This design comes from an exercise in tuning for small area on the open sky130 flow, not from production work. Only simulation tests tie the RTL to the original design; equivalence was not proved.

==> flow/design.v, too long to show whole: its modules and the start of the top module <==
// module clk_div: 24 lines
// module h_counter: 30 lines
// module v_counter: 24 lines
// module vga_sync: 23 lines
// module TopLevelModule: 13 lines
// module TOPLEVEL: 14 lines
// module new_binary_clock: 65 lines
// module clock_digit_rom: 214 lines
// module pixel_main: 354 lines
// module buzzer: 21 lines
// module game_screen: 76 lines
// module ir_score_counter_multi: 69 lines
// module debounce: 30 lines
// module edge_detector: 15 lines
// module seven_seg_controller: 43 lines
// module start_screen: 135 lines
// module end_screen: 176 lines
// module VGATopModule: 229 lines
module VGATopModule #(
    parameter TICK_CYCLES = 5000,          
    parameter LOCKOUT_DURATION = 25000,    
    parameter DEBOUNCE_DELAY = 50,         
    parameter FLASH_DURATION = 5000,       
    parameter BUZZER_DURATION = 15000,     
    parameter BUZZER_HALF_PERIOD = 10      
) (
    input clk,
    input sys_rst,             
    input reset,               
    input start_button,        
    input enable,              
    input [2:0] ir_sensor_p1,  
    input [2:0] ir_sensor_p2,  
    output h_sync,
    output v_sync,
    output [3:0] red,
    output [3:0] green,
    output [3:0] blue,
    output buzzer_out          
);
  // ...
==> flow/run.sh <==
#!/bin/bash
# synth_recipe.tcl (not shown) runs the flow's synth.tcl, then flattens the netlist and writes it again
# the make line also repeats each setting of config.mk as NAME=value (left out here)
make -C /OpenROAD-flow-scripts/flow DESIGN_CONFIG=/design/flow/config.mk WORK_HOME=/design/flow/orfs CLKGATE_MAP_FILE= SYNTH_SCRIPT=/design/flow/synth_recipe.tcl finish
==> flow/config.mk <==
export PLATFORM = sky130hd
export DESIGN_NAME = VGATopModule
export DESIGN_NICKNAME = VGATopModule
export VERILOG_FILES = /design/flow/design.v
export SDC_FILE = /design/flow/constraint.sdc
export NUM_CORES = 4
export LEC_CHECK = 0
export CAP_MARGIN = 20
export CORE_MARGIN = 2
export CORE_UTILIZATION = 40
export PLACE_DENSITY = 0.6
export SLEW_MARGIN = 20
==> flow/constraint.sdc <==
create_clock -name core_clock -period 20.0 [get_ports {clk}]
set_input_delay 4.0000 -clock core_clock [delete_from_list [all_inputs] [get_ports {clk}]]
set_output_delay 4.0000 -clock core_clock [all_outputs]
set_load 0.01 [all_outputs]
==> flow_metrics.env, run 1 <==
export IMPL_seqCellArea_mm2=0.00628
export IMPL_fin_area_mm2=0.0841
export IMPL_timing_final_crit_period_ps=19080
export IMPL_met3_usage=0.0251
export IMPL_ys_flop_type="dfxtp_1"
export IMPL_dp_slack_ps=1430
export IMPL_ys_ff_latch=313
export IMPL_path_class="reg2out"
export IMPL_outcome="finished clean"
export IMPL_clkTransAtPathRegs_ps=60
export IMPL_layout_common_cells="inv_1, fa_1, ha_1, nor2_1, nand2_1"
export IMPL_route_met2_wl_mm=110
export IMPL_hold_class="reg2reg"
export IMPL_synth_most_common_cell="inv_1"
export IMPL_rows=163
export IMPL_synth_area_mm2=0.0794
export IMPL_highest_layer="met4"
export IMPL_wirelength_met1_mm=104
export IMPL_muxShareOfSynthArea=0.00786
export IMPL_synth_compound_area_share=0.110
export IMPL_postCtsSetupRepairBufs=0
export IMPL_cts_buffers=37
export IMPL_synth_nets=11500
export IMPL_drt_total_wl_mm=234
export IMPL_ys_top_cells_by_area="fa_1, ha_1, inv_1"
export IMPL_cts_resized=0
export IMPL_ys_seq_area_frac=0.0789
export IMPL_gp_congestion=1.01
export IMPL_yosysTopAreaCell="fa_1"
export IMPL_final_util=0.426
export IMPL_hold_path_cell_count=1
export IMPL_r2r_setup_slack_ps=5790
export IMPL_drc_errors=0
export IMPL_inverters=2194
export IMPL_syn_inst=9259
export IMPL_core_mm2=0.197
export IMPL_avgSynthCellArea_um2=8.57
export IMPL_post_synth_top_area_fraction=0.368
export IMPL_cts_tree="yes"
export IMPL_port_buffers=24
export IMPL_slowest_delay_ps=830
export IMPL_reg_top3="score_counter_p1.sensor_processing.db.counter: 18 flops, score_counter_p2.sensor_processing.db.counter: 18 flops"
==> run 2: changes to the inputs <==
==> flow/design.v (replaced) <==
module pong_start_text(input [9:0] x, input [9:0] y, output text);
  assign text = ((x >= 10'd121) & (x <= 10'd141) & (y >= 10'd20) & (y <= 10'd190)) |
    ((x >= 10'd191) & (x <= 10'd211) & (y >= 10'd20) & (y <= 10'd95)) |
    ((x >= 10'd141) & (x <= 10'd191) & (y >= 10'd20) & (y <= 10'd40)) |
    ((x >= 10'd141) & (x <= 10'd191) & (y >= 10'd85) & (y <= 10'd95)) |
    ((x >= 10'd231) & (x <= 10'd251) & (y >= 10'd20) & (y <= 10'd190)) |
    ((x >= 10'd291) & (x <= 10'd311) & (y >= 10'd20) & (y <= 10'd190)) |
    ((x >= 10'd251) & (x <= 10'd291) & (y >= 10'd20) & (y <= 10'd40)) |
    ((x >= 10'd251) & (x <= 10'd291) & (y >= 10'd170) & (y <= 10'd190)) |
    ((x >= 10'd321) & (x <= 10'd341) & (y >= 10'd20) & (y <= 10'd190)) |
    ((x >= 10'd391) & (x <= 10'd411) & (y >= 10'd20) & (y <= 10'd190)) |
    ((x >= 10'd341) & (x <= 10'd391) & (y >= 10'd20) & (y <= 10'd40)) |
    ((x >= 10'd421) & (x <= 10'd441) & (y >= 10'd20) & (y <= 10'd190)) |
    ((x >= 10'd491) & (x <= 10'd511) & (y >= 10'd85) & (y <= 10'd190)) |
    ((x >= 10'd441) & (x <= 10'd491) & (y >= 10'd20) & (y <= 10'd40)) |
    ((x >= 10'd441) & (x <= 10'd491) & (y >= 10'd85) & (y <= 10'd95)) |
    ((x >= 10'd441) & (x <= 10'd491) & (y >= 10'd170) & (y <= 10'd190)) |
    ((x >= 10'd131) & (x <= 10'd191) & (y >= 10'd200) & (y <= 10'd220)) |
    ((x >= 10'd151) & (x <= 10'd171) & (y >= 10'd220) & (y <= 10'd390)) |
    ((x >= 10'd211) & (x <= 10'd231) & (y >= 10'd200) & (y <= 10'd390)) |
    ((x >= 10'd271) & (x <= 10'd291) & (y >= 10'd200) & (y <= 10'd390)) |
    ((x >= 10'd231) & (x <= 10'd271) & (y >= 10'd200) & (y <= 10'd220)) |
    ((x >= 10'd231) & (x <= 10'd271) & (y >= 10'd370) & (y <= 10'd390)) |
    ((x >= 10'd311) & (x <= 10'd371) & (y >= 10'd200) & (y <= 10'd220)) |
    ((x >= 10'd311) & (x <= 10'd331) & (y >= 10'd220) & (y <= 10'd300)) |
    ((x >= 10'd311) & (x <= 10'd371) & (y >= 10'd300) & (y <= 10'd320)) |
    ((x >= 10'd351) & (x <= 10'd371) & (y >= 10'd320) & (y <= 10'd390)) |
    ((x >= 10'd311) & (x <= 10'd371) & (y >= 10'd370) & (y <= 10'd390)) |
    ((x >= 10'd391) & (x <= 10'd451) & (y >= 10'd200) & (y <= 10'd220)) |
    ((x >= 10'd391) & (x <= 10'd411) & (y >= 10'd220) & (y <= 10'd300)) |
    ((x >= 10'd391) & (x <= 10'd451) & (y >= 10'd300) & (y <= 10'd320)) |
    ((x >= 10'd431) & (x <= 10'd451) & (y >= 10'd320) & (y <= 10'd390)) |
    ((x >= 10'd391) & (x <= 10'd451) & (y >= 10'd370) & (y <= 10'd390)) |
    ((x >= 10'd21) & (x <= 10'd81) & (y >= 10'd400) & (y <= 10'd410)) |
    ((x >= 10'd21) & (x <= 10'd31) & (y >= 10'd410) & (y <= 10'd425)) |
    ((x >= 10'd21) & (x <= 10'd81) & (y >= 10'd425) & (y <= 10'd435)) |
    ((x >= 10'd71) & (x <= 10'd81) & (y >= 10'd435) & (y <= 10'd450)) |
    ((x >= 10'd21) & (x <= 10'd81) & (y >= 10'd450) & (y <= 10'd460)) |
    ((x >= 10'd91) & (x <= 10'd131) & (y >= 10'd400) & (y <= 10'd410)) |
    ((x >= 10'd106) & (x <= 10'd116) & (y >= 10'd410) & (y <= 10'd460)) |
    ((x >= 10'd141) & (x <= 10'd151) & (y >= 10'd400) & (y <= 10'd460)) |
    ((x >= 10'd151) & (x <= 10'd181) & (y >= 10'd400) & (y <= 10'd410)) |
    ((x >= 10'd151) & (x <= 10'd181) & (y >= 10'd425) & (y <= 10'd435)) |
    ((x >= 10'd181) & (x <= 10'd191) & (y >= 10'd400) & (y <= 10'd460)) |
    ((x >= 10'd201) & (x <= 10'd211) & (y >= 10'd400) & (y <= 10'd460)) |
    ((x >= 10'd211) & (x <= 10'd251) & (y >= 10'd400) & (y <= 10'd410)) |
    ((x >= 10'd211) & (x <= 10'd251) & (y >= 10'd425) & (y <= 10'd435)) |
    ((x >= 10'd251) & (x <= 10'd261) & (y >= 10'd410) & (y <= 10'd425)) |
    ((x >= 10'd251) & (x <= 10'd261) & (y >= 10'd435) & (y <= 10'd460)) |
    ((x >= 10'd271) & (x <= 10'd311) & (y >= 10'd400) & (y <= 10'd410)) |
    ((x >= 10'd286) & (x <= 10'd296) & (y >= 10'd410) & (y <= 10'd460)) |
    ((x >= 10'd381) & (x <= 10'd431) & (y >= 10'd400) & (y <= 10'd410)) |
    ((x >= 10'd381) & (x <= 10'd431) & (y >= 10'd450) & (y <= 10'd460)) |
    ((x >= 10'd381) & (x <= 10'd391) & (y >= 10'd410) & (y <= 10'd450)) |
    ((x >= 10'd421) & (x <= 10'd431) & (y >= 10'd435) & (y <= 10'd450)) |
    ((x >= 10'd401) & (x <= 10'd431) & (y >= 10'd425) & (y <= 10'd435)) |
    ((x >= 10'd451) & (x <= 10'd461) & (y >= 10'd400) & (y <= 10'd460)) |
    ((x >= 10'd461) & (x <= 10'd481) & (y >= 10'd400) & (y <= 10'd410)) |
    ((x >= 10'd461) & (x <= 10'd481) & (y >= 10'd425) & (y <= 10'd435)) |
    ((x >= 10'd481) & (x <= 10'd491) & (y >= 10'd400) & (y <= 10'd460)) |
    ((x >= 10'd501) & (x <= 10'd561) & (y >= 10'd400) & (y <= 10'd410)) |
    ((x >= 10'd501) & (x <= 10'd511) & (y >= 10'd410) & (y <= 10'd460)) |
    ((x >= 10'd526) & (x <= 10'd536) & (y >= 10'd410) & (y <= 10'd460)) |
    ((x >= 10'd551) & (x <= 10'd561) & (y >= 10'd410) & (y <= 10'd460)) |
    ((x >= 10'd571) & (x <= 10'd581) & (y >= 10'd400) & (y <= 10'd460)) |
    ((x >= 10'd581) & (x <= 10'd621) & (y >= 10'd400) & (y <= 10'd410)) |
    ((x >= 10'd581) & (x <= 10'd621) & (y >= 10'd425) & (y <= 10'd435)) |
    ((x >= 10'd581) & (x <= 10'd621) & (y >= 10'd450) & (y <= 10'd460));
endmodule
module pong_end_shapes(input [9:0] x, input [9:0] y, output t1, output t2, output td);
  assign t1 = ((x >= 10'd81) & (x <= 10'd101) & (y >= 10'd80) & (y <= 10'd210)) |
    ((x >= 10'd101) & (x <= 10'd141) & (y >= 10'd80) & (y <= 10'd100)) |
    ((x >= 10'd101) & (x <= 10'd141) & (y >= 10'd135) & (y <= 10'd145)) |
    ((x >= 10'd141) & (x <= 10'd161) & (y >= 10'd100) & (y <= 10'd135)) |
    ((x >= 10'd171) & (x <= 10'd191) & (y >= 10'd80) & (y <= 10'd210)) |
    ((x >= 10'd171) & (x <= 10'd231) & (y >= 10'd190) & (y <= 10'd210)) |
    ((x >= 10'd241) & (x <= 10'd261) & (y >= 10'd80) & (y <= 10'd210)) |
    ((x >= 10'd301) & (x <= 10'd321) & (y >= 10'd80) & (y <= 10'd210)) |
    ((x >= 10'd261) & (x <= 10'd301) & (y >= 10'd80) & (y <= 10'd100)) |
    ((x >= 10'd261) & (x <= 10'd301) & (y >= 10'd135) & (y <= 10'd145)) |
    ((x >= 10'd331) & (x <= 10'd351) & (y >= 10'd80) & (y <= 10'd135)) |
    ((x >= 10'd391) & (x <= 10'd411) & (y >= 10'd80) & (y <= 10'd135)) |
    ((x >= 10'd331) & (x <= 10'd411) & (y >= 10'd135) & (y <= 10'd145)) |
    ((x >= 10'd361) & (x <= 10'd381) & (y >= 10'd145) & (y <= 10'd210)) |
    ((x >= 10'd421) & (x <= 10'd441) & (y >= 10'd80) & (y <= 10'd210)) |
    ((x >= 10'd421) & (x <= 10'd481) & (y >= 10'd80) & (y <= 10'd100)) |
    ((x >= 10'd421) & (x <= 10'd481) & (y >= 10'd135) & (y <= 10'd145)) |
    ((x >= 10'd421) & (x <= 10'd481) & (y >= 10'd190) & (y <= 10'd210)) |
    ((x >= 10'd491) & (x <= 10'd511) & (y >= 10'd80) & (y <= 10'd210)) |
    ((x >= 10'd491) & (x <= 10'd551) & (y >= 10'd80) & (y <= 10'd100)) |
    ((x >= 10'd491) & (x <= 10'd551) & (y >= 10'd135) & (y <= 10'd145)) |
    ((x >= 10'd531) & (x <= 10'd551) & (y >= 10'd100) & (y <= 10'd135)) |
    ((x >= 10'd511) & (x <= 10'd551) & (y >= 10'd145) & (y <= 10'd210)) |
    ((x >= 10'd581) & (x <= 10'd601) & (y >= 10'd80) & (y <= 10'd210)) |
    ((x >= 10'd601) & (x <= 10'd621) & (y >= 10'd190) & (y <= 10'd210)) |
    ((x >= 10'd121) & (x <= 10'd141) & (y >= 10'd300) & (y <= 10'd400)) |
    ((x >= 10'd161) & (x <= 10'd181) & (y >= 10'd300) & (y <= 10'd370)) |
    ((x >= 10'd201) & (x <= 10'd221) & (y >= 10'd300) & (y <= 10'd400)) |
    ((x >= 10'd121) & (x <= 10'd221) & (y >= 10'd380) & (y <= 10'd400)) |
    ((x >= 10'd241) & (x <= 10'd301) & (y >= 10'd300) & (y <= 10'd310)) |
    ((x >= 10'd271) & (x <= 10'd281) & (y >= 10'd310) & (y <= 10'd390)) |
    ((x >= 10'd241) & (x <= 10'd301) & (y >= 10'd390) & (y <= 10'd400)) |
    ((x >= 10'd321) & (x <= 10'd341) & (y >= 10'd300) & (y <= 10'd400)) |
    ((x >= 10'd401) & (x <= 10'd421) & (y >= 10'd300) & (y <= 10'd400)) |
    ((x >= 10'd341) & (x <= 10'd401) & (y >= 10'd300) & (y <= 10'd320)) |
    ((x >= 10'd441) & (x <= 10'd501) & (y >= 10'd300) & (y <= 10'd310)) |
    ((x >= 10'd441) & (x <= 10'd461) & (y >= 10'd300) & (y <= 10'd340)) |
    ((x >= 10'd441) & (x <= 10'd501) & (y >= 10'd330) & (y <= 10'd340)) |
    ((x >= 10'd481) & (x <= 10'd501) & (y >= 10'd340) & (y <= 10'd390)) |
    ((x >= 10'd441) & (x <= 10'd501) & (y >= 10'd390) & (y <= 10'd400)) |
    ((x >= 10'd521) & (x <= 10'd531) & (y >= 10'd300) & (y <= 10'd380)) |
    ((x >= 10'd521) & (x <= 10'd531) & (y >= 10'd390) & (y <= 10'd400));
  assign t2 = ((x >= 10'd81) & (x <= 10'd101) & (y >= 10'd80) & (y <= 10'd210)) |
    ((x >= 10'd101) & (x <= 10'd141) & (y >= 10'd80) & (y <= 10'd100)) |
    ((x >= 10'd101) & (x <= 10'd141) & (y >= 10'd135) & (y <= 10'd145)) |
    ((x >= 10'd141) & (x <= 10'd161) & (y >= 10'd100) & (y <= 10'd135)) |
    ((x >= 10'd171) & (x <= 10'd191) & (y >= 10'd80) & (y <= 10'd210)) |
    ((x >= 10'd171) & (x <= 10'd231) & (y >= 10'd190) & (y <= 10'd210)) |
    ((x >= 10'd241) & (x <= 10'd261) & (y >= 10'd80) & (y <= 10'd210)) |
    ((x >= 10'd301) & (x <= 10'd321) & (y >= 10'd80) & (y <= 10'd210)) |
    ((x >= 10'd261) & (x <= 10'd301) & (y >= 10'd80) & (y <= 10'd100)) |
    ((x >= 10'd261) & (x <= 10'd301) & (y >= 10'd135) & (y <= 10'd145)) |
    ((x >= 10'd331) & (x <= 10'd351) & (y >= 10'd80) & (y <= 10'd135)) |
    ((x >= 10'd391) & (x <= 10'd411) & (y >= 10'd80) & (y <= 10'd135)) |
    ((x >= 10'd331) & (x <= 10'd411) & (y >= 10'd135) & (y <= 10'd145)) |
    ((x >= 10'd361) & (x <= 10'd381) & (y >= 10'd145) & (y <= 10'd210)) |
    ((x >= 10'd421) & (x <= 10'd441) & (y >= 10'd80) & (y <= 10'd210)) |
    ((x >= 10'd421) & (x <= 10'd481) & (y >= 10'd80) & (y <= 10'd100)) |
    ((x >= 10'd421) & (x <= 10'd481) & (y >= 10'd135) & (y <= 10'd145)) |
    ((x >= 10'd421) & (x <= 10'd481) & (y >= 10'd190) & (y <= 10'd210)) |
    ((x >= 10'd491) & (x <= 10'd511) & (y >= 10'd80) & (y <= 10'd210)) |
    ((x >= 10'd491) & (x <= 10'd551) & (y >= 10'd80) & (y <= 10'd100)) |
    ((x >= 10'd491) & (x <= 10'd551) & (y >= 10'd135) & (y <= 10'd145)) |
    ((x >= 10'd531) & (x <= 10'd551) & (y >= 10'd100) & (y <= 10'd135)) |
    ((x >= 10'd511) & (x <= 10'd551) & (y >= 10'd145) & (y <= 10'd210)) |
    ((x >= 10'd581) & (x <= 10'd621) & (y >= 10'd80) & (y <= 10'd100)) |
    ((x >= 10'd601) & (x <= 10'd621) & (y >= 10'd100) & (y <= 10'd145)) |
    ((x >= 10'd581) & (x <= 10'd621) & (y >= 10'd135) & (y <= 10'd145)) |
    ((x >= 10'd581) & (x <= 10'd601) & (y >= 10'd145) & (y <= 10'd190)) |
    ((x >= 10'd581) & (x <= 10'd621) & (y >= 10'd190) & (y <= 10'd210)) |
    ((x >= 10'd121) & (x <= 10'd141) & (y >= 10'd300) & (y <= 10'd400)) |
    ((x >= 10'd161) & (x <= 10'd181) & (y >= 10'd300) & (y <= 10'd370)) |
    ((x >= 10'd201) & (x <= 10'd221) & (y >= 10'd300) & (y <= 10'd400)) |
    ((x >= 10'd121) & (x <= 10'd221) & (y >= 10'd380) & (y <= 10'd400)) |
    ((x >= 10'd241) & (x <= 10'd301) & (y >= 10'd300) & (y <= 10'd310)) |
    ((x >= 10'd271) & (x <= 10'd281) & (y >= 10'd310) & (y <= 10'd390)) |
    ((x >= 10'd241) & (x <= 10'd301) & (y >= 10'd390) & (y <= 10'd400)) |
    ((x >= 10'd321) & (x <= 10'd341) & (y >= 10'd300) & (y <= 10'd400)) |
    ((x >= 10'd401) & (x <= 10'd421) & (y >= 10'd300) & (y <= 10'd400)) |
    ((x >= 10'd341) & (x <= 10'd401) & (y >= 10'd300) & (y <= 10'd320)) |
    ((x >= 10'd441) & (x <= 10'd501) & (y >= 10'd300) & (y <= 10'd310)) |
    ((x >= 10'd441) & (x <= 10'd461) & (y >= 10'd300) & (y <= 10'd340)) |
    ((x >= 10'd441) & (x <= 10'd501) & (y >= 10'd330) & (y <= 10'd340)) |
    ((x >= 10'd481) & (x <= 10'd501) & (y >= 10'd340) & (y <= 10'd390)) |
    ((x >= 10'd441) & (x <= 10'd501) & (y >= 10'd390) & (y <= 10'd400)) |
    ((x >= 10'd521) & (x <= 10'd531) & (y >= 10'd300) & (y <= 10'd380)) |
    ((x >= 10'd521) & (x <= 10'd531) & (y >= 10'd390) & (y <= 10'd400));
  assign td = ((x >= 10'd81) & (x <= 10'd101) & (y >= 10'd180) & (y <= 10'd300)) |
    ((x >= 10'd81) & (x <= 10'd161) & (y >= 10'd180) & (y <= 10'd200)) |
    ((x >= 10'd81) & (x <= 10'd161) & (y >= 10'd280) & (y <= 10'd300)) |
    ((x >= 10'd141) & (x <= 10'd161) & (y >= 10'd200) & (y <= 10'd280)) |
    ((x >= 10'd181) & (x <= 10'd201) & (y >= 10'd180) & (y <= 10'd300)) |
    ((x >= 10'd181) & (x <= 10'd261) & (y >= 10'd180) & (y <= 10'd200)) |
    ((x >= 10'd181) & (x <= 10'd261) & (y >= 10'd230) & (y <= 10'd250)) |
    ((x >= 10'd241) & (x <= 10'd261) & (y >= 10'd200) & (y <= 10'd230)) |
    ((x >= 10'd241) & (x <= 10'd261) & (y >= 10'd250) & (y <= 10'd270)) |
    ((x >= 10'd221) & (x <= 10'd241) & (y >= 10'd270) & (y <= 10'd290)) |
    ((x >= 10'd201) & (x <= 10'd221) & (y >= 10'd290) & (y <= 10'd300)) |
    ((x >= 10'd281) & (x <= 10'd301) & (y >= 10'd180) & (y <= 10'd300)) |
    ((x >= 10'd361) & (x <= 10'd381) & (y >= 10'd180) & (y <= 10'd300)) |
    ((x >= 10'd301) & (x <= 10'd361) & (y >= 10'd180) & (y <= 10'd200)) |
    ((x >= 10'd301) & (x <= 10'd361) & (y >= 10'd230) & (y <= 10'd250)) |
    ((x >= 10'd401) & (x <= 10'd421) & (y >= 10'd180) & (y <= 10'd300)) |
    ((x >= 10'd441) & (x <= 10'd461) & (y >= 10'd180) & (y <= 10'd270)) |
    ((x >= 10'd481) & (x <= 10'd501) & (y >= 10'd180) & (y <= 10'd300)) |
    ((x >= 10'd401) & (x <= 10'd501) & (y >= 10'd280) & (y <= 10'd300)) |
    ((x >= 10'd521) & (x <= 10'd541) & (y >= 10'd180) & (y <= 10'd260)) |
    ((x >= 10'd521) & (x <= 10'd541) & (y >= 10'd280) & (y <= 10'd300));
endmodule
module pong_game_text(input [9:0] x, input [9:0] y, output text);
  assign text = ((x >= 10'd100) & (x <= 10'd120) & (y >= 10'd120) & (y <= 10'd130)) |
    ((x >= 10'd100) & (x <= 10'd105) & (y >= 10'd130) & (y <= 10'd160)) |
    ((x >= 10'd115) & (x <= 10'd120) & (y >= 10'd130) & (y <= 10'd145)) |
    ((x >= 10'd100) & (x <= 10'd115) & (y >= 10'd145) & (y <= 10'd150)) |
    ((x >= 10'd125) & (x <= 10'd140) & (y >= 10'd120) & (y <= 10'd160)) |
    ((x >= 10'd500) & (x <= 10'd520) & (y >= 10'd120) & (y <= 10'd130)) |
    ((x >= 10'd500) & (x <= 10'd505) & (y >= 10'd130) & (y <= 10'd160)) |
    ((x >= 10'd515) & (x <= 10'd520) & (y >= 10'd130) & (y <= 10'd145)) |
    ((x >= 10'd500) & (x <= 10'd515) & (y >= 10'd145) & (y <= 10'd150)) |
    ((x >= 10'd525) & (x <= 10'd545) & (y >= 10'd120) & (y <= 10'd130)) |
    ((x >= 10'd540) & (x <= 10'd545) & (y >= 10'd130) & (y <= 10'd145)) |
    ((x >= 10'd525) & (x <= 10'd545) & (y >= 10'd145) & (y <= 10'd150)) |
    ((x >= 10'd525) & (x <= 10'd530) & (y >= 10'd150) & (y <= 10'd160)) |
    ((x >= 10'd525) & (x <= 10'd545) & (y >= 10'd155) & (y <= 10'd160));
endmodule
module pong_circles(input [9:0] x, input [9:0] y, output [5:0] circ);
    wire up = (y >= 10'd250) & (y <= 10'd310);      
    wire lo = (y >= 10'd320) & (y <= 10'd380);      
    wire [5:0] d6 = y[5:0] - (up ? 6'd24 : 6'd30);  
    wire [4:0] dy = d6[5] ? (5'd0 - d6[4:0]) : d6[4:0];
    reg [4:0] w;
    always @* begin
        case (dy)
            5'd0: w = 5'd30;
            5'd1, 5'd2, 5'd3, 5'd4, 5'd5, 5'd6, 5'd7: w = 5'd29;
            5'd8, 5'd9, 5'd10: w = 5'd28;
            5'd11, 5'd12, 5'd13: w = 5'd27;
            5'd14: w = 5'd26;
            5'd15, 5'd16: w = 5'd25;
            5'd17, 5'd18: w = 5'd24;
            5'd19: w = 5'd23;
            5'd20: w = 5'd22;
            5'd21: w = 5'd21;
            5'd22: w = 5'd20;
            5'd23: w = 5'd19;
            5'd24: w = 5'd18;
            5'd25: w = 5'd16;
            5'd26: w = 5'd14;
            5'd27: w = 5'd13;
            5'd28: w = 5'd10;
            5'd29: w = 5'd7;
            default: w = 5'd0;
        endcase
    end
    wire r = (x >= 10'd320);
    wire [9:0] t = {x[9:5] - (r ? 5'd15 : 5'd5), x[4:0]};
    wire near = (t[9:6] == 4'b0000) | (t[9:6] == 4'b1111);
    wire [6:0] a = t[9] ? (7'd0 - t[6:0]) : t[6:0];
    wire le0 = t[9] | (t == 10'd0);
    wire hit_up = near & up & (a <= {2'b00, w});
    wire hit_lo = near & lo & (a + {2'b00, w} >= 7'd30) & (a <= 7'd30 + {2'b00, w});
    assign circ[0] = ~r & hit_lo & le0;
    assign circ[1] = ~r & hit_lo & ~le0;
    assign circ[2] = ~r & hit_up;
    assign circ[3] = r & hit_lo & le0;
    assign circ[4] = r & hit_lo & ~le0;
    assign circ[5] = r & hit_up;
endmodule
module pong_cups_ball(input [9:0] x, input [9:0] y, output cup_l, output cup_r, output ball);
    wire yl = (y >= 10'd50) & (y <= 10'd150);
    wire yr = (y >= 10'd250) & (y <= 10'd350);
    wire [6:0] d = y[6:0] - (yr ? 7'd122 : 7'd50);    
    reg [3:0] q1, q2;
    always @* begin
        q1 = 4'd10; q2 = 4'd10;
        if (d < 7'd10) q1 = 4'd0; else if (d < 7'd20) q1 = 4'd1; else if (d < 7'd30) q1 = 4'd2;
        else if (d < 7'd40) q1 = 4'd3; else if (d < 7'd50) q1 = 4'd4; else if (d < 7'd60) q1 = 4'd5;
        else if (d < 7'd70) q1 = 4'd6; else if (d < 7'd80) q1 = 4'd7; else if (d < 7'd90) q1 = 4'd8;
        else if (d < 7'd100) q1 = 4'd9;
        if (d == 7'd0) q2 = 4'd10; else if (d < 7'd3) q2 = 4'd0; else if (d < 7'd13) q2 = 4'd1;
        else if (d < 7'd23) q2 = 4'd2; else if (d < 7'd33) q2 = 4'd3; else if (d < 7'd43) q2 = 4'd4;
        else if (d < 7'd53) q2 = 4'd5; else if (d < 7'd63) q2 = 4'd6; else if (d < 7'd73) q2 = 4'd7;
        else if (d < 7'd83) q2 = 4'd8; else if (d < 7'd93) q2 = 4'd9;
    end
    wire [5:0] lo_t = (yr ? 6'd39 : 6'd41) + {2'b00, q1};
    wire [5:0] hi_t = (yr ? 6'd35 : 6'd37) - {2'b00, q2};
    wire x_lo = (x[5:0] >= lo_t);
    wire x_hi = (x[5:0] <= hi_t);
    assign cup_l = yl & (((x[9:6] == 4'd0) & x_lo) | ((x[9:6] == 4'd1) & x_hi));
    assign cup_r = yr & (((x[9:6] == 4'd8) & x_lo) | ((x[9:6] == 4'd9) & x_hi));
    wire [5:0] dy6 = y[5:0] - 6'd28;                  
    wire [4:0] dy = dy6[5] ? (5'd0 - dy6[4:0]) : dy6[4:0];
    wire yb = (y >= 10'd205) & (y <= 10'd235);
    reg [3:0] w;
    always @* begin
        case (dy)
            5'd0: w = 4'd15;
            5'd1, 5'd2, 5'd3, 5'd4, 5'd5: w = 4'd14;
            5'd6, 5'd7: w = 4'd13;
            5'd8, 5'd9: w = 4'd12;
            5'd10: w = 4'd11;
            5'd11: w = 4'd10;
            5'd12: w = 4'd9;
            5'd13: w = 4'd7;
            5'd14: w = 4'd5;
            default: w = 4'd0;
        endcase
    end
    wire [6:0] dx = x[6] ? {1'b0, x[5:0]} : (7'd64 - {1'b0, x[5:0]});
    assign ball = yb & (x[9:7] == 3'b100) & (dx <= {3'b000, w});
endmodule
module pong_glyph(input [3:0] ch, input [2:0] row, input [2:0] col, output bit_o);
  function glyph(input [3:0] ch, input [2:0] row, input [2:0] col);
    reg [7:0] d;
    begin
      case ({ch, row})
        7'h00: d = 8'b00111100;
        7'h01: d = 8'b01100110;
        7'h02: d = 8'b01101110;
        7'h03: d = 8'b01110110;
        7'h04: d = 8'b01100110;
        7'h05: d = 8'b01100110;
        7'h06: d = 8'b00111100;
        7'h08: d = 8'b00011000;
        7'h09: d = 8'b00111000;
        7'h0a: d = 8'b00011000;
        7'h0b: d = 8'b00011000;
        7'h0c: d = 8'b00011000;
        7'h0d: d = 8'b00011000;
        7'h0e: d = 8'b01111110;
        7'h10: d = 8'b00111100;
        7'h11: d = 8'b01100110;
        7'h12: d = 8'b00000110;
        7'h13: d = 8'b00001100;
        7'h14: d = 8'b00011000;
        7'h15: d = 8'b00110000;
        7'h16: d = 8'b01111110;
        7'h18: d = 8'b00111100;
        7'h19: d = 8'b01100110;
        7'h1a: d = 8'b00000110;
        7'h1b: d = 8'b00011100;
        7'h1c: d = 8'b00000110;
        7'h1d: d = 8'b01100110;
        7'h1e: d = 8'b00111100;
        7'h20: d = 8'b00001100;
        7'h21: d = 8'b00011100;
        7'h22: d = 8'b00111100;
        7'h23: d = 8'b01101100;
        7'h24: d = 8'b01111110;
        7'h25: d = 8'b00001100;
        7'h26: d = 8'b00001100;
        7'h28: d = 8'b01111110;
        7'h29: d = 8'b01100000;
        7'h2a: d = 8'b01111100;
        7'h2b: d = 8'b00000110;
        7'h2c: d = 8'b00000110;
        7'h2d: d = 8'b01100110;
        7'h2e: d = 8'b00111100;
        7'h30: d = 8'b00111100;
        7'h31: d = 8'b01100000;
        7'h32: d = 8'b01111100;
        7'h33: d = 8'b01100110;
        7'h34: d = 8'b01100110;
        7'h35: d = 8'b01100110;
        7'h36: d = 8'b00111100;
        7'h38: d = 8'b01111110;
        7'h39: d = 8'b00000110;
        7'h3a: d = 8'b00001100;
        7'h3b: d = 8'b00011000;
        7'h3c: d = 8'b00110000;
        7'h3d: d = 8'b00110000;
        7'h3e: d = 8'b00110000;
        7'h40: d = 8'b00111100;
        7'h41: d = 8'b01100110;
        7'h42: d = 8'b01100110;
        7'h43: d = 8'b00111100;
        7'h44: d = 8'b01100110;
        7'h45: d = 8'b01100110;
        7'h46: d = 8'b00111100;
        7'h48: d = 8'b00111100;
        7'h49: d = 8'b01100110;
        7'h4a: d = 8'b01100110;
        7'h4b: d = 8'b00111110;
        7'h4c: d = 8'b00000110;
        7'h4d: d = 8'b00001100;
        7'h4e: d = 8'b00111100;
        7'h52: d = 8'b00011000;
        7'h53: d = 8'b00011000;
        7'h55: d = 8'b00011000;
        7'h56: d = 8'b00011000;
        default: d = 8'b00000000;
      endcase
      glyph = d[~col];
    end
  endfunction
  assign bit_o = glyph(ch, row, col);
endmodule
`timescale 1ns / 1ps
module VGATopModule #(
    parameter TICK_CYCLES = 5000,          
    parameter LOCKOUT_DURATION = 25000,    
    parameter DEBOUNCE_DELAY = 50,         
    parameter FLASH_DURATION = 5000,       
    parameter BUZZER_DURATION = 15000,     
    parameter BUZZER_HALF_PERIOD = 10      
) (
    input clk,
    input sys_rst,             
    input reset,               
    input start_button,        
    input enable,              
    input [2:0] ir_sensor_p1,  
    input [2:0] ir_sensor_p2,  
    output h_sync,
    output v_sync,
    output [3:0] red,
    output [3:0] green,
    output [3:0] blue,
    output buzzer_out          
);
    function [31:0] lf_taps(input integer w);
        case (w)
            2: lf_taps = 32'h3;     3: lf_taps = 32'h5;     4: lf_taps = 32'h9;
            5: lf_taps = 32'h12;    6: lf_taps = 32'h21;    7: lf_taps = 32'h41;
            8: lf_taps = 32'hc3;    9: lf_taps = 32'h108;   10: lf_taps = 32'h204;
            11: lf_taps = 32'h402;  12: lf_taps = 32'h883;  13: lf_taps = 32'h1013;
            14: lf_taps = 32'h2803; 15: lf_taps = 32'h4001; 16: lf_taps = 32'h8805;
            17: lf_taps = 32'h10004; 18: lf_taps = 32'h20040; 19: lf_taps = 32'h40023;
            20: lf_taps = 32'h80004; default: lf_taps = 32'h0;
        endcase
    endfunction
    function [31:0] lf_next(input [31:0] s, input integer w);
        lf_next = ((s << 1) | {31'd0, ~^(s & lf_taps(w))}) & ((32'd1 << w) - 32'd1);
    endfunction
    function [31:0] lf_adv(input integer n, input integer w);
        integer i, j;
        reg [31:0] sv;
        begin
            if (n == 50 && w == 6) lf_adv = 32'h27;
            if (n == 25001 && w == 15) lf_adv = 32'h195;
            if (n == 5001 && w == 13) lf_adv = 32'hee7;
            if (n == 1500 && w == 11) lf_adv = 32'h5bd;
            if (n == 9 && w == 4) lf_adv = 32'hd;
            if (n == 1 && w == 4) lf_adv = 32'h1;
            if (n == 2 && w == 13) lf_adv = 32'h2;
            sv = 32'd0;
            if (!((n == 50 && w == 6) || (n == 25001 && w == 15) || (n == 5001 && w == 13) ||
                  (n == 1500 && w == 11) || (n == 9 && w == 4) || (n == 1 && w == 4) || (n == 2 && w == 13))) begin
                for (j = 0; j < n; j = j + 4096)
                    for (i = j; i < n && i < j + 4096; i = i + 1)
                        sv = lf_next(sv, w);
                lf_adv = sv;
            end
        end
    endfunction
    function integer lf_clog2(input integer v);
        integer k;
        begin
            lf_clog2 = 0;
            for (k = 1; k < 31; k = k + 1)
                if ((32'd1 << k) < v) lf_clog2 = k;
            lf_clog2 = lf_clog2 + 1;
        end
    endfunction
    function [31:0] lf_prev(input [31:0] s, input integer w);
        reg [31:0] low;
        reg b;
        begin
            low = s >> 1;
            b = ~s[0] ^ (^(low & lf_taps(w) & ~(32'd1 << (w - 1))));
            lf_prev = low | ({31'd0, b} << (w - 1));
        end
    endfunction
    function [31:0] lf_load(input integer n, input integer w);
        integer i, j;
        reg [31:0] sv;
        begin
            if (n == 20003 && w == 15) lf_load = 32'h2ab8;
            else if (n == 25000 && w == 15) lf_load = 32'h6b39;
            else begin
                sv = (32'd1 << (w - 1)) - 32'd1;
                for (j = 0; j < n; j = j + 4096)
                    for (i = j; i < n && i < j + 4096; i = i + 1)
                        sv = lf_prev(sv, w);
                lf_load = sv;
            end
        end
    endfunction
    localparam ST_START = 2'd0, ST_GAME = 2'd1, ST_END = 2'd2;
    reg [9:0] x, y;
    reg [1:0] p;
    reg fl;
    wire pix_en = (p == 2'd3);
    wire x_end = x[9] & x[8] & (&x[4:0]);    
    wire y_end = y[9] & y[3] & y[2];         
    wire x_zero = ~|x;
    always @(posedge clk) begin
        if (sys_rst) begin
            {x, p} <= 12'd2;
            y <= 10'd0;
            fl <= 1'b1;
        end else begin
            {x, p} <= (pix_en & x_end) ? 12'd0 : {x, p} + 12'd1;
            if (pix_en) begin
                if (x_end) fl <= 1'b0;
                if (x_zero & ~fl) y <= y_end ? 10'd0 : y + 10'd1;
            end
        end
    end
    assign h_sync = ~((x >= 10'd656) & (x < 10'd752));
    assign v_sync = ~((y >= 10'd490) & (y < 10'd492));
    wire video_on = (x < 10'd640) & (y < 10'd480);
    wire start_edge, reset_edge;
    pong_db #(.DELAY(DEBOUNCE_DELAY)) start_db(
        .clk(clk), .rst(sys_rst), .in(start_button), .out(), .rise(start_edge));
    pong_db #(.DELAY(DEBOUNCE_DELAY)) reset_db(
        .clk(clk), .rst(sys_rst), .in(reset), .out(), .rise(reset_edge));
    reg [1:0] st;
    wire stopped;
    always @(posedge clk) begin
        if (sys_rst | reset_edge)
            st <= ST_START;
        else case (st)
            ST_START: if (start_edge) st <= ST_GAME;
            ST_GAME:  if (stopped) st <= ST_END;
            ST_END:   ;
            default:  st <= ST_START;
        endcase
    end
    wire in_game = (st == ST_GAME);
    wire in_end = (st == ST_END);
    wire grst = sys_rst | ~in_game;
    wire [2:0] s1t, s2t;
    wire [3:0] s1o, s2o;
    pong_score #(.LOCKOUT(LOCKOUT_DURATION), .DELAY(DEBOUNCE_DELAY)) sc1(
        .clk(clk), .sys_rst(sys_rst), .grst(grst), .ir(ir_sensor_p1), .tens(s1t), .ones(s1o));
    pong_score #(.LOCKOUT(LOCKOUT_DURATION), .DELAY(DEBOUNCE_DELAY)) sc2(
        .clk(clk), .sys_rst(sys_rst), .grst(grst), .ir(ir_sensor_p2), .tens(s2t), .ones(s2o));
    reg [1:0] res;    
    reg ev;
    always @(posedge clk) begin
        if (in_game) res <= {{s1t, s1o} > {s2t, s2o}, {s2t, s2o} > {s1t, s1o}};
        ev <= ~sys_rst & in_end & (ev | pix_en);
    end
    localparam TW = lf_clog2(TICK_CYCLES + 3);
    localparam [TW-1:0] T_TICK = lf_adv(TICK_CYCLES + 1, TW);
    localparam [TW-1:0] T_C1 = lf_adv(2, TW);
    reg [TW-1:0] tc;
    wire tick = (tc == T_TICK);
    reg m1;              
    reg [2:0] s10;
    reg [3:0] s1;
    reg stop_r;
    assign stopped = stop_r;
    always @(posedge clk) begin
        if (grst) begin
            tc <= {TW{1'b0}};
            m1 <= 1'b1;
            s10 <= 3'd5;
            s1 <= 4'd9;
            stop_r <= 1'b0;
        end else begin
            tc <= tick ? T_C1 : lf_next(tc, TW);
            if (tick & ~stop_r) begin
                if (!m1 && s10 == 3'd0 && s1 == 4'd0)
                    stop_r <= 1'b1;
                else if (s1 == 4'd0) begin
                    s1 <= 4'd9;
                    if (s10 == 3'd0) begin
                        s10 <= 3'd5;
                        m1 <= 1'b0;
                    end else
                        s10 <= s10 - 3'd1;
                end else
                    s1 <= s1 - 4'd1;
            end
        end
    end
    wire [5:0] cup_green;
    genvar gi;
    generate
        for (gi = 0; gi < 6; gi = gi + 1) begin : flash
            pong_flash #(.DURATION(FLASH_DURATION)) f(
                .clk(clk), .rst(grst), .en(pix_en),
                .ir(gi < 3 ? ir_sensor_p1[gi % 3] : ir_sensor_p2[gi % 3]),
                .green(cup_green[gi]));
        end
    endgenerate
    wire band_t = (y >= 10'd64) & (y <= 10'd91);
    wire band_s = (y >= 10'd192) & (y <= 10'd219);
    reg [3:0] ch;
    reg ch_ok;
    always @* begin
        ch = 4'd0;
        ch_ok = 1'b0;
        case (x[9:5])
            5'd5:  begin ch = {1'b0, s1t}; ch_ok = band_s; end
            5'd6:  begin ch = s1o;         ch_ok = band_s; end
            5'd8:  begin ch = 4'd0;        ch_ok = band_t; end
            5'd9:  begin ch = {3'd0, m1};  ch_ok = band_t; end
            5'd10: begin ch = 4'd10;       ch_ok = band_t; end
            5'd11: begin ch = {1'b0, s10}; ch_ok = band_t; end
            5'd12: begin ch = s1;          ch_ok = band_t; end
            5'd13: begin ch = {1'b0, s2t}; ch_ok = band_s; end
            5'd14: begin ch = s2o;         ch_ok = band_s; end
            default: ;
        endcase
    end
    wire [2:0] ncol = x[4:2] + {2'b00, &x[1:0]};
    wire gbit;
    pong_glyph glyph_rom(.ch(ch), .row(y[4:2]), .col(ncol), .bit_o(gbit));
    reg nb;
    always @(posedge clk)
        if (grst) nb <= 1'b0;
        else if (pix_en) nb <= ch_ok & gbit;
    wire digit_area = ((y >= 10'd30) & (y <= 10'd93) & (x >= 10'd256) & (x <= 10'd415)) |
                      ((y >= 10'd192) & (y <= 10'd255) &
                       (((x >= 10'd160) & (x <= 10'd223)) | ((x >= 10'd416) & (x <= 10'd479))));
    wire g_text;
    wire [5:0] circ;
    pong_game_text gtext(.x(x), .y(y), .text(g_text));
    pong_circles circles(.x(x), .y(y), .circ(circ));
    reg [3:0] g_c;    
    always @* begin
        if (digit_area)      g_c = nb ? 4'b1100 : 4'b0111;
        else if (g_text)     g_c = 4'b1100;
        else if (circ[0])    g_c = cup_green[0] ? 4'b0110 : 4'b1000;
        else if (circ[1])    g_c = cup_green[1] ? 4'b0110 : 4'b1000;
        else if (circ[2])    g_c = cup_green[2] ? 4'b0110 : 4'b1000;
        else if (circ[3])    g_c = cup_green[3] ? 4'b0110 : 4'b1000;
        else if (circ[4])    g_c = cup_green[4] ? 4'b0110 : 4'b1000;
        else if (circ[5])    g_c = cup_green[5] ? 4'b0110 : 4'b1000;
        else                 g_c = 4'b0111;
        if (!video_on)       g_c = 4'b0000;
    end
    wire prev_vis = (x == 10'd1) ? (fl | ((y != 10'd0) & (y <= 10'd480)))
                                 : ((x != 10'd0) & (x <= 10'd640) & (y < 10'd480));
    wire cup_l, cup_r, ball, s_text;
    pong_start_text stext(.x(x), .y(y), .text(s_text));
    pong_cups_ball cups(.x(x), .y(y), .cup_l(cup_l), .cup_r(cup_r), .ball(ball));
    reg [3:0] s_c;
    always @* begin
        if (cup_l)       s_c = 4'b1000;
        else if (cup_r)  s_c = 4'b0011;
        else if (ball)   s_c = 4'b1111;
        else if (s_text) s_c = 4'b1100;
        else             s_c = 4'b0111;
        if (!prev_vis)   s_c = 4'b0000;
    end
    wire e_t1, e_t2, e_td;
    pong_end_shapes eshapes(.x(x), .y(y), .t1(e_t1), .t2(e_t2), .td(e_td));
    wire e_on = ev & (res[1] ? e_t1 : res[0] ? e_t2 : e_td);
    wire [3:0] e_c = !prev_vis ? 4'b0000 : e_on ? 4'b1100 : 4'b0111;
    wire [3:0] c = (st == ST_START) ? s_c : in_game ? g_c : in_end ? e_c : 4'b0000;
    assign red = {4{c[3]}};
    assign green = {c[2], c[1], c[2], c[1]};
    assign blue = {4{c[0]}};
    localparam BQ = (BUZZER_DURATION + 1) / BUZZER_HALF_PERIOD;
    localparam BR = (BUZZER_DURATION + 1) % BUZZER_HALF_PERIOD;
    localparam QW = lf_clog2(BQ + 2);
    localparam RW = lf_clog2(BUZZER_HALF_PERIOD + 2);
    localparam [QW-1:0] Q_DONE = lf_adv(BQ, QW);
    localparam [RW-1:0] R_DONE = lf_adv(BR, RW);
    localparam [RW-1:0] R_ONE = lf_adv(1, RW);
    localparam [RW-1:0] R_LAST = lf_adv(BUZZER_HALF_PERIOD - 1, RW);
    reg [QW-1:0] bq;
    reg [RW-1:0] br;
    reg bz;
    wire b_done = (bq == Q_DONE) & (br == R_DONE);
    wire b_zero = (bq == {QW{1'b0}}) & (br == {RW{1'b0}});
    wire b_en = in_end & ~b_zero & ~b_done;
    always @(posedge clk) begin
        if (!in_end) begin
            bq <= {QW{1'b0}};
            br <= {RW{1'b0}};
        end else if (!b_done) begin
            if (br == R_LAST) begin
                br <= {RW{1'b0}};
                bq <= lf_next(bq, QW);
            end else
                br <= lf_next(br, RW);
        end
        if (sys_rst || !b_en) bz <= 1'b0;
        else if (br == R_ONE) bz <= ~bz;
    end
    assign buzzer_out = bz;
endmodule
module pong_db #(parameter DELAY = 50) (
    input clk,
    input rst,
    input in,
    output reg out,
    output rise
);
    function [31:0] lf_taps(input integer w);
        case (w)
            2: lf_taps = 32'h3;     3: lf_taps = 32'h5;     4: lf_taps = 32'h9;
            5: lf_taps = 32'h12;    6: lf_taps = 32'h21;    7: lf_taps = 32'h41;
            8: lf_taps = 32'hc3;    9: lf_taps = 32'h108;   10: lf_taps = 32'h204;
            11: lf_taps = 32'h402;  12: lf_taps = 32'h883;  13: lf_taps = 32'h1013;
            14: lf_taps = 32'h2803; 15: lf_taps = 32'h4001; 16: lf_taps = 32'h8805;
            17: lf_taps = 32'h10004; 18: lf_taps = 32'h20040; 19: lf_taps = 32'h40023;
            20: lf_taps = 32'h80004; default: lf_taps = 32'h0;
        endcase
    endfunction
    function [31:0] lf_next(input [31:0] s, input integer w);
        lf_next = ((s << 1) | {31'd0, ~^(s & lf_taps(w))}) & ((32'd1 << w) - 32'd1);
    endfunction
    function [31:0] lf_adv(input integer n, input integer w);
        integer i, j;
        reg [31:0] sv;
        begin
            if (n == 50 && w == 6) lf_adv = 32'h27;
            if (n == 25001 && w == 15) lf_adv = 32'h195;
            if (n == 5001 && w == 13) lf_adv = 32'hee7;
            if (n == 1500 && w == 11) lf_adv = 32'h5bd;
            if (n == 9 && w == 4) lf_adv = 32'hd;
            if (n == 1 && w == 4) lf_adv = 32'h1;
            if (n == 2 && w == 13) lf_adv = 32'h2;
            sv = 32'd0;
            if (!((n == 50 && w == 6) || (n == 25001 && w == 15) || (n == 5001 && w == 13) ||
                  (n == 1500 && w == 11) || (n == 9 && w == 4) || (n == 1 && w == 4) || (n == 2 && w == 13))) begin
                for (j = 0; j < n; j = j + 4096)
                    for (i = j; i < n && i < j + 4096; i = i + 1)
                        sv = lf_next(sv, w);
                lf_adv = sv;
            end
        end
    endfunction
    function integer lf_clog2(input integer v);
        integer k;
        begin
            lf_clog2 = 0;
            for (k = 1; k < 31; k = k + 1)
                if ((32'd1 << k) < v) lf_clog2 = k;
            lf_clog2 = lf_clog2 + 1;
        end
    endfunction
    function [31:0] lf_prev(input [31:0] s, input integer w);
        reg [31:0] low;
        reg b;
        begin
            low = s >> 1;
            b = ~s[0] ^ (^(low & lf_taps(w) & ~(32'd1 << (w - 1))));
            lf_prev = low | ({31'd0, b} << (w - 1));
        end
    endfunction
    function [31:0] lf_load(input integer n, input integer w);
        integer i, j;
        reg [31:0] sv;
        begin
            if (n == 20003 && w == 15) lf_load = 32'h2ab8;
            else if (n == 25000 && w == 15) lf_load = 32'h6b39;
            else begin
                sv = (32'd1 << (w - 1)) - 32'd1;
                for (j = 0; j < n; j = j + 4096)
                    for (i = j; i < n && i < j + 4096; i = i + 1)
                        sv = lf_prev(sv, w);
                lf_load = sv;
            end
        end
    endfunction
    localparam W = lf_clog2(DELAY + 3);
    localparam [W-1:0] C_END = lf_adv(DELAY, W);
    localparam [W-1:0] J = {1'b1, {(W-1){1'b0}}};    
    reg s0, s1;
    reg [W-1:0] c;
    wire is_j = (c == J);
    wire [W-1:0] nx = lf_next(c, W) | {{(W-1){1'b0}}, is_j};
    always @(posedge clk) begin
        if (rst) begin
            s0 <= 1'b0;
            s1 <= 1'b0;
            out <= 1'b0;
            c <= {W{1'b0}};
        end else begin
            s0 <= in;
            s1 <= s0;
            if (s1 == out)
                c <= {W{1'b0}};
            else if (c == C_END) begin
                c <= J;
                out <= s1;
            end else
                c <= nx;
        end
    end
    assign rise = out & is_j;
endmodule
module pong_score #(parameter LOCKOUT = 25000, parameter DELAY = 50) (
    input clk,
    input sys_rst,
    input grst,
    input [2:0] ir,
    output reg [2:0] tens,
    output reg [3:0] ones
);
    function [31:0] lf_taps(input integer w);
        case (w)
            2: lf_taps = 32'h3;     3: lf_taps = 32'h5;     4: lf_taps = 32'h9;
            5: lf_taps = 32'h12;    6: lf_taps = 32'h21;    7: lf_taps = 32'h41;
            8: lf_taps = 32'hc3;    9: lf_taps = 32'h108;   10: lf_taps = 32'h204;
            11: lf_taps = 32'h402;  12: lf_taps = 32'h883;  13: lf_taps = 32'h1013;
            14: lf_taps = 32'h2803; 15: lf_taps = 32'h4001; 16: lf_taps = 32'h8805;
            17: lf_taps = 32'h10004; 18: lf_taps = 32'h20040; 19: lf_taps = 32'h40023;
            20: lf_taps = 32'h80004; default: lf_taps = 32'h0;
        endcase
    endfunction
    function [31:0] lf_next(input [31:0] s, input integer w);
        lf_next = ((s << 1) | {31'd0, ~^(s & lf_taps(w))}) & ((32'd1 << w) - 32'd1);
    endfunction
    function [31:0] lf_adv(input integer n, input integer w);
        integer i, j;
        reg [31:0] sv;
        begin
            if (n == 50 && w == 6) lf_adv = 32'h27;
            if (n == 25001 && w == 15) lf_adv = 32'h195;
            if (n == 5001 && w == 13) lf_adv = 32'hee7;
            if (n == 1500 && w == 11) lf_adv = 32'h5bd;
            if (n == 9 && w == 4) lf_adv = 32'hd;
            if (n == 1 && w == 4) lf_adv = 32'h1;
            if (n == 2 && w == 13) lf_adv = 32'h2;
            sv = 32'd0;
            if (!((n == 50 && w == 6) || (n == 25001 && w == 15) || (n == 5001 && w == 13) ||
                  (n == 1500 && w == 11) || (n == 9 && w == 4) || (n == 1 && w == 4) || (n == 2 && w == 13))) begin
                for (j = 0; j < n; j = j + 4096)
                    for (i = j; i < n && i < j + 4096; i = i + 1)
                        sv = lf_next(sv, w);
                lf_adv = sv;
            end
        end
    endfunction
    function integer lf_clog2(input integer v);
        integer k;
        begin
            lf_clog2 = 0;
            for (k = 1; k < 31; k = k + 1)
                if ((32'd1 << k) < v) lf_clog2 = k;
            lf_clog2 = lf_clog2 + 1;
        end
    endfunction
    function [31:0] lf_prev(input [31:0] s, input integer w);
        reg [31:0] low;
        reg b;
        begin
            low = s >> 1;
            b = ~s[0] ^ (^(low & lf_taps(w) & ~(32'd1 << (w - 1))));
            lf_prev = low | ({31'd0, b} << (w - 1));
        end
    endfunction
    function [31:0] lf_load(input integer n, input integer w);
        integer i, j;
        reg [31:0] sv;
        begin
            if (n == 20003 && w == 15) lf_load = 32'h2ab8;
            else if (n == 25000 && w == 15) lf_load = 32'h6b39;
            else begin
                sv = (32'd1 << (w - 1)) - 32'd1;
                for (j = 0; j < n; j = j + 4096)
                    for (i = j; i < n && i < j + 4096; i = i + 1)
                        sv = lf_prev(sv, w);
                lf_load = sv;
            end
        end
    endfunction
    localparam W = lf_clog2(LOCKOUT + 3);
    localparam [W-1:0] LOAD = lf_load(LOCKOUT, W);
    localparam [W-1:0] LAST = {1'b0, {(W-1){1'b1}}};
    wire [2:0] e;
    genvar i;
    generate
        for (i = 0; i < 3; i = i + 1) begin : s
            pong_db #(.DELAY(DELAY)) db(.clk(clk), .rst(sys_rst), .in(ir[i]), .out(), .rise(e[i]));
        end
    endgenerate
    reg [W-1:0] lk;
    wire idle = &lk;
    wire [W-1:0] lk_nx = lf_next(lk, W) | {{(W-1){1'b0}}, lk == LAST};
    wire hit = idle & (|e) & (tens != 3'd5);
    always @(posedge clk) begin
        if (grst) begin
            lk <= {W{1'b1}};
            tens <= 3'd0;
            ones <= 4'd0;
        end else begin
            lk <= hit ? LOAD : lk_nx;
            if (hit) begin
                if (ones == 4'd9) begin
                    ones <= 4'd0;
                    tens <= tens + 3'd1;
                end else
                    ones <= ones + 4'd1;
            end
        end
    end
endmodule
module pong_flash #(parameter DURATION = 5000) (
    input clk,
    input rst,
    input en,
    input ir,
    output green
);
    function [31:0] lf_taps(input integer w);
        case (w)
            2: lf_taps = 32'h3;     3: lf_taps = 32'h5;     4: lf_taps = 32'h9;
            5: lf_taps = 32'h12;    6: lf_taps = 32'h21;    7: lf_taps = 32'h41;
            8: lf_taps = 32'hc3;    9: lf_taps = 32'h108;   10: lf_taps = 32'h204;
            11: lf_taps = 32'h402;  12: lf_taps = 32'h883;  13: lf_taps = 32'h1013;
            14: lf_taps = 32'h2803; 15: lf_taps = 32'h4001; 16: lf_taps = 32'h8805;
            17: lf_taps = 32'h10004; 18: lf_taps = 32'h20040; 19: lf_taps = 32'h40023;
            20: lf_taps = 32'h80004; default: lf_taps = 32'h0;
        endcase
    endfunction
    function [31:0] lf_next(input [31:0] s, input integer w);
        lf_next = ((s << 1) | {31'd0, ~^(s & lf_taps(w))}) & ((32'd1 << w) - 32'd1);
    endfunction
    function [31:0] lf_adv(input integer n, input integer w);
        integer i, j;
        reg [31:0] sv;
        begin
            if (n == 50 && w == 6) lf_adv = 32'h27;
            if (n == 25001 && w == 15) lf_adv = 32'h195;
            if (n == 5001 && w == 13) lf_adv = 32'hee7;
            if (n == 1500 && w == 11) lf_adv = 32'h5bd;
            if (n == 9 && w == 4) lf_adv = 32'hd;
            if (n == 1 && w == 4) lf_adv = 32'h1;
            if (n == 2 && w == 13) lf_adv = 32'h2;
            sv = 32'd0;
            if (!((n == 50 && w == 6) || (n == 25001 && w == 15) || (n == 5001 && w == 13) ||
                  (n == 1500 && w == 11) || (n == 9 && w == 4) || (n == 1 && w == 4) || (n == 2 && w == 13))) begin
                for (j = 0; j < n; j = j + 4096)
                    for (i = j; i < n && i < j + 4096; i = i + 1)
                        sv = lf_next(sv, w);
                lf_adv = sv;
            end
        end
    endfunction
    function integer lf_clog2(input integer v);
        integer k;
        begin
            lf_clog2 = 0;
            for (k = 1; k < 31; k = k + 1)
                if ((32'd1 << k) < v) lf_clog2 = k;
            lf_clog2 = lf_clog2 + 1;
        end
    endfunction
    function [31:0] lf_prev(input [31:0] s, input integer w);
        reg [31:0] low;
        reg b;
        begin
            low = s >> 1;
            b = ~s[0] ^ (^(low & lf_taps(w) & ~(32'd1 << (w - 1))));
            lf_prev = low | ({31'd0, b} << (w - 1));
        end
    endfunction
    function [31:0] lf_load(input integer n, input integer w);
        integer i, j;
        reg [31:0] sv;
        begin
            if (n == 20003 && w == 15) lf_load = 32'h2ab8;
            else if (n == 25000 && w == 15) lf_load = 32'h6b39;
            else begin
                sv = (32'd1 << (w - 1)) - 32'd1;
                for (j = 0; j < n; j = j + 4096)
                    for (i = j; i < n && i < j + 4096; i = i + 1)
                        sv = lf_prev(sv, w);
                lf_load = sv;
            end
        end
    endfunction
    localparam N = 4 * (DURATION + 1);
    localparam W = lf_clog2(N + 2);
    localparam [W-1:0] LOAD = lf_load(N - 1, W);
    localparam [W-1:0] LAST = {1'b0, {(W-1){1'b1}}};
    reg prev;
    reg [W-1:0] t;
    assign green = ~&t;
    wire load = en & ir & ~prev;
    always @(posedge clk) begin
        if (rst) begin
            prev <= 1'b0;
            t <= {W{1'b1}};
        end else begin
            if (en) prev <= ir;
            t <= load ? LOAD : (lf_next(t, W) | {{(W-1){1'b0}}, t == LAST});
        end
    end
endmodule
==> flow/flow/run.sh (new file) <==
#!/bin/bash
# Layout flow: the standard flow (standard.sh), with an area-oriented ABC
# script (deep AIG resynthesis, then area-oriented mapping) in place of
# ORFS's mapping script. Everything else, including the synthesis script,
# is ORFS's own.
set -euo pipefail
HERE=$(pwd)
rm -rf "$HERE/orfs_scripts"
cp -r "$FLOW_HOME/scripts" "$HERE/orfs_scripts"
cp "$HERE/flow/abc_deep.script" "$HERE/orfs_scripts/abc_speed.script"
cp "$HERE/flow/abc_deep.script" "$HERE/orfs_scripts/abc_area.script"
bash standard.sh SCRIPTS_DIR="$HERE/orfs_scripts" finish > "$HERE/flow_make.log" 2>&1
==> flow/flow/abc_deep.script (new file) <==
strash
&get -n
&deepsyn -T 120
&put
&get -n
&dch -f
&nf -R 1000
&put
topo
stime -c
==> flow/standard.sh (new file) <==
#!/bin/bash
# synth_recipe.tcl (not shown) runs the flow's synth.tcl, then flattens the netlist and writes it again
# the make line also repeats each setting of config.mk as NAME=value (left out here)
make -C /OpenROAD-flow-scripts/flow DESIGN_CONFIG=/design/flow/config.mk WORK_HOME=/design/flow/orfs CLKGATE_MAP_FILE= SYNTH_SCRIPT=/design/flow/synth_recipe.tcl "${@:-finish}"
--- a/flow/config.mk
+++ b/flow/config.mk
@@ -4,9 +4,9 @@
 export VERILOG_FILES = /design/flow/design.v
 export SDC_FILE = /design/flow/constraint.sdc
 export NUM_CORES = 4
 export LEC_CHECK = 0
 export CAP_MARGIN = 20
 export CORE_MARGIN = 2
 export CORE_UTILIZATION = 40
 export PLACE_DENSITY = 0.6
-export SLEW_MARGIN = 20
+export SLEW_MARGIN = 40
removed: flow/run.sh
==> run 2 against run 1 <==
  * Critical endpoint is now red[2]
  * Sequential share of layout area grew 25 points
  * Synthesized cell count shrank 79%
  * First-iteration DRC count shrank 68%
  * Still clean on timing, DRC and antenna
  * Highest routed layer unchanged
==> flow_metrics.env, run 2 <==
export IMPL_slew_headroom=0.398
export IMPL_crit_arrival_ps=9270
export IMPL_clkTransAtPathRegs_ps=60
export IMPL_cts_resized=0
export IMPL_overflow=0
export IMPL_maxCapViolCount=0
export IMPL_synthArstFlopShare=0
export IMPL_chipHeight_um=199
export IMPL_antenna_left=0
export IMPL_synth_top_cells_by_count="nor2_1, dfxtp_1, nand2_1"
export IMPL_cp_end_kind="output port"
export IMPL_synth_most_common_cell="nor2_1"
export IMPL_yosysTopAreaCell="dfxtp_1"
export IMPL_top_register="flash.f.t"
export IMPL_synthXorXnorAreaFrac=0.0275
export IMPL_cts_htree_levels=1
export IMPL_postCtsSetupRepairBufs=0
export IMPL_fin_skew_ps=23.8
export IMPL_holdBufCountCts=0
export IMPL_nNetsFinal=2136
export IMPL_diodes=0
export IMPL_startpoint_type="flop"
export IMPL_fin_tns_setup_ps=0
export IMPL_fmax_mhz=75.4
export IMPL_cts_buffer_depth=3
export IMPL_hold_class="reg2reg"
export IMPL_drive_above_1_share=0.0404
export IMPL_path_delay_family="compound AO/OA/AOI/OAI gates"
export IMPL_path_class="reg2out"
export IMPL_yosys_warnings=7
export IMPL_largest_reg_flops=90
export IMPL_mostFrequentLayoutCell="nor2_1"
export IMPL_synth_area_mm2=0.0153
export IMPL_pin_count=26
export IMPL_synth_nets=2062
export IMPL_clkSinkCount=279
export IMPL_avgRoutedWirePerCell_um=19.9
export IMPL_worstPathRequired_ps=16000
export IMPL_core_mm2=0.0377
export IMPL_slowest_delay_ps=720
export IMPL_reg_top3="flash.f.t: 90 flops, sc1.s.db.c: 18 flops, sc2.s.db.c: 18 flops"
export IMPL_synthSimpleGateAreaFrac=0.311
export IMPL_grt_max_degree=108
export IMPL_finalNonFillerCells=2568
export IMPL_syn_inst=1964
export IMPL_muxShareOfSynthArea=0.00786
export IMPL_layout_common_cells="nor2_1, dfxtp_1, nand2_1, a21oi_1, o21ai_0"
export IMPL_grt_pass1_wl_mm=79.8
export IMPL_areaGrowthSynthToFinish_pct=13.3
export IMPL_cts_root_buffer="clkbuf_16"
export IMPL_synth_edf_count=2
export IMPL_rows=71
export IMPL_cts_buffers=30
export IMPL_worst_path_max_fanout=12
export IMPL_antenna_found_initial=0
export IMPL_dp_cells=2517
export IMPL_gp_congestion=1.02
export IMPL_clock_latency_ps=560
export IMPL_firstDrtPassIters=8
export IMPL_synthDistinctLibCells=64
export IMPL_vias_per_cell=5.94
export IMPL_post_synth_top_area_fraction=0.363
export IMPL_rsz0062_at_grt="false"
export IMPL_whs_ps=436
export IMPL_port_buffers=24
export IMPL_drt_iter0_drc=1341
export IMPL_die_w_um=199
export IMPL_outcome="finished clean"
export IMPL_ys_flop_type="dfxtp_1"
export IMPL_hold_violations=0
export IMPL_start_util=0.405
export IMPL_ys_top_cells_by_area="dfxtp_1, nor2_1, ha_1"
export IMPL_synth_compound_area_share=0.194
export IMPL_ys_ff_latch=279
export IMPL_tightest_slew_ps=903
export IMPL_grt_usage=0.256
export IMPL_dr_total_vias=15200
export IMPL_dieArea_mm2=0.0398
export IMPL_crit_top_cell="a21oi_1"
export IMPL_yosys_area_share_adder=0.0737
export IMPL_avgSynthCellArea_um2=7.78
export IMPL_drv_slew=0
export IMPL_ys_seq_area_frac=0.367
export IMPL_timing_final_crit_period_ps=13270
export IMPL_cp_num_buf_inv=3
export IMPL_synth_top_family_by_area="simple AND/OR/NAND/NOR gates"
export IMPL_grt_pass1_vias=14300
export IMPL_cp_slowest_cell="dfxtp_1"
export IMPL_drc_errors=0
export IMPL_cts_tree="yes"
export IMPL_post_route_period_util=0.664
export IMPL_drt_total_wl_mm=51.1
export IMPL_setup_viol=0
export IMPL_hpwlAfterDp_mm=37.9
run 2: path summary, 6_finish.rpt:
check / slack, ps / to / cells after the start / startpoint
min reg2reg: 440 / reset_db.s1 / 1 / reset_db.s0
max reg2reg: 15350 / nb / 15 / x[7]
min: 440 / reset_db.s1 / 1 / reset_db.s0
max: 6730 / red[2] / 33 / y[2]
run 2: per-stage QoR:
stage	worst slack, ps	cell area [um2]	utilization
floorplan	9230	15300	-
global placement	7660	16300	0.433
detailed placement	7510	16300	0.433
CTS	6860	17300	0.459
global route	6120	17300	0.460
finish	6730	17300	0.460
run 2: layout make-up:
type | count | area [um2]
Tap cell | 511 | 639
Inverter | 60 | 225
Fill cell | 3834 | 20400
Timing Repair Buffer | 50 | 434
Multi-Input combinational cell | 1617 | 9420
Sequential cell | 279 | 5610
Clock buffer | 48 | 961
Clock inverter | 3 | 22.5
run 2: cell families after synthesis:
logic type / Yosys count
buf+inv: 68
fa+ha+maj: 87
mux: 12
simple gates: 1003
compound gates: 467
xor+xnor: 48
flops: 279
run 2: layer usage:
layer / share of wire / track usage / wire length, um
met5: 0 / 0 / 0
met4: 0.035 / 0.0840 / 1800
met3: 0.071 / 0.0368 / 3620
met2: 0.45 / 0.414 / 22900
met1: 0.45 / 0.350 / 22800
run 2: worst register-to-register path: cells and delay by family (launching register included):
family	cells	cell delay (ps)
simple gates	7	2350
compound gates	6	1170
buf+inv	2	660
flops	1	330

==> port drivers added, routing unchanged <==
No port has a modelled driver above. Below, the same layouts with a new extraction and two added sets of constraints. Step 1, drivers: a clkbuf_16 drives clk and a buf_2 each remaining input, both assumed. Step 2 also shifts input and output timing later by t, the mid clock arrival at the registers, as if the neighbouring blocks saw the same clock. Slacks: ideal ports / drivers / drivers and shift; pairs: ideal ports / drivers.
| run | t (ns) | setup WS [ns] | clock arrival spread, ns | slew at the worst register clock pin (ns) | worst data-port slew with drivers (ns) |
|---|---|---|---|---|---|
| run 1 | 0.615 | 0.922 / 0.862 / 1.477 | 0.022 / 0.023 | 0.06 / 0.06 | 0.05 |
| run 2 | 0.605 | 6.729 / 6.673 / 7.278 | 0.026 / 0.026 | 0.06 / 0.06 | 0.04 |
After both steps setup and hold are still met in every run listed.
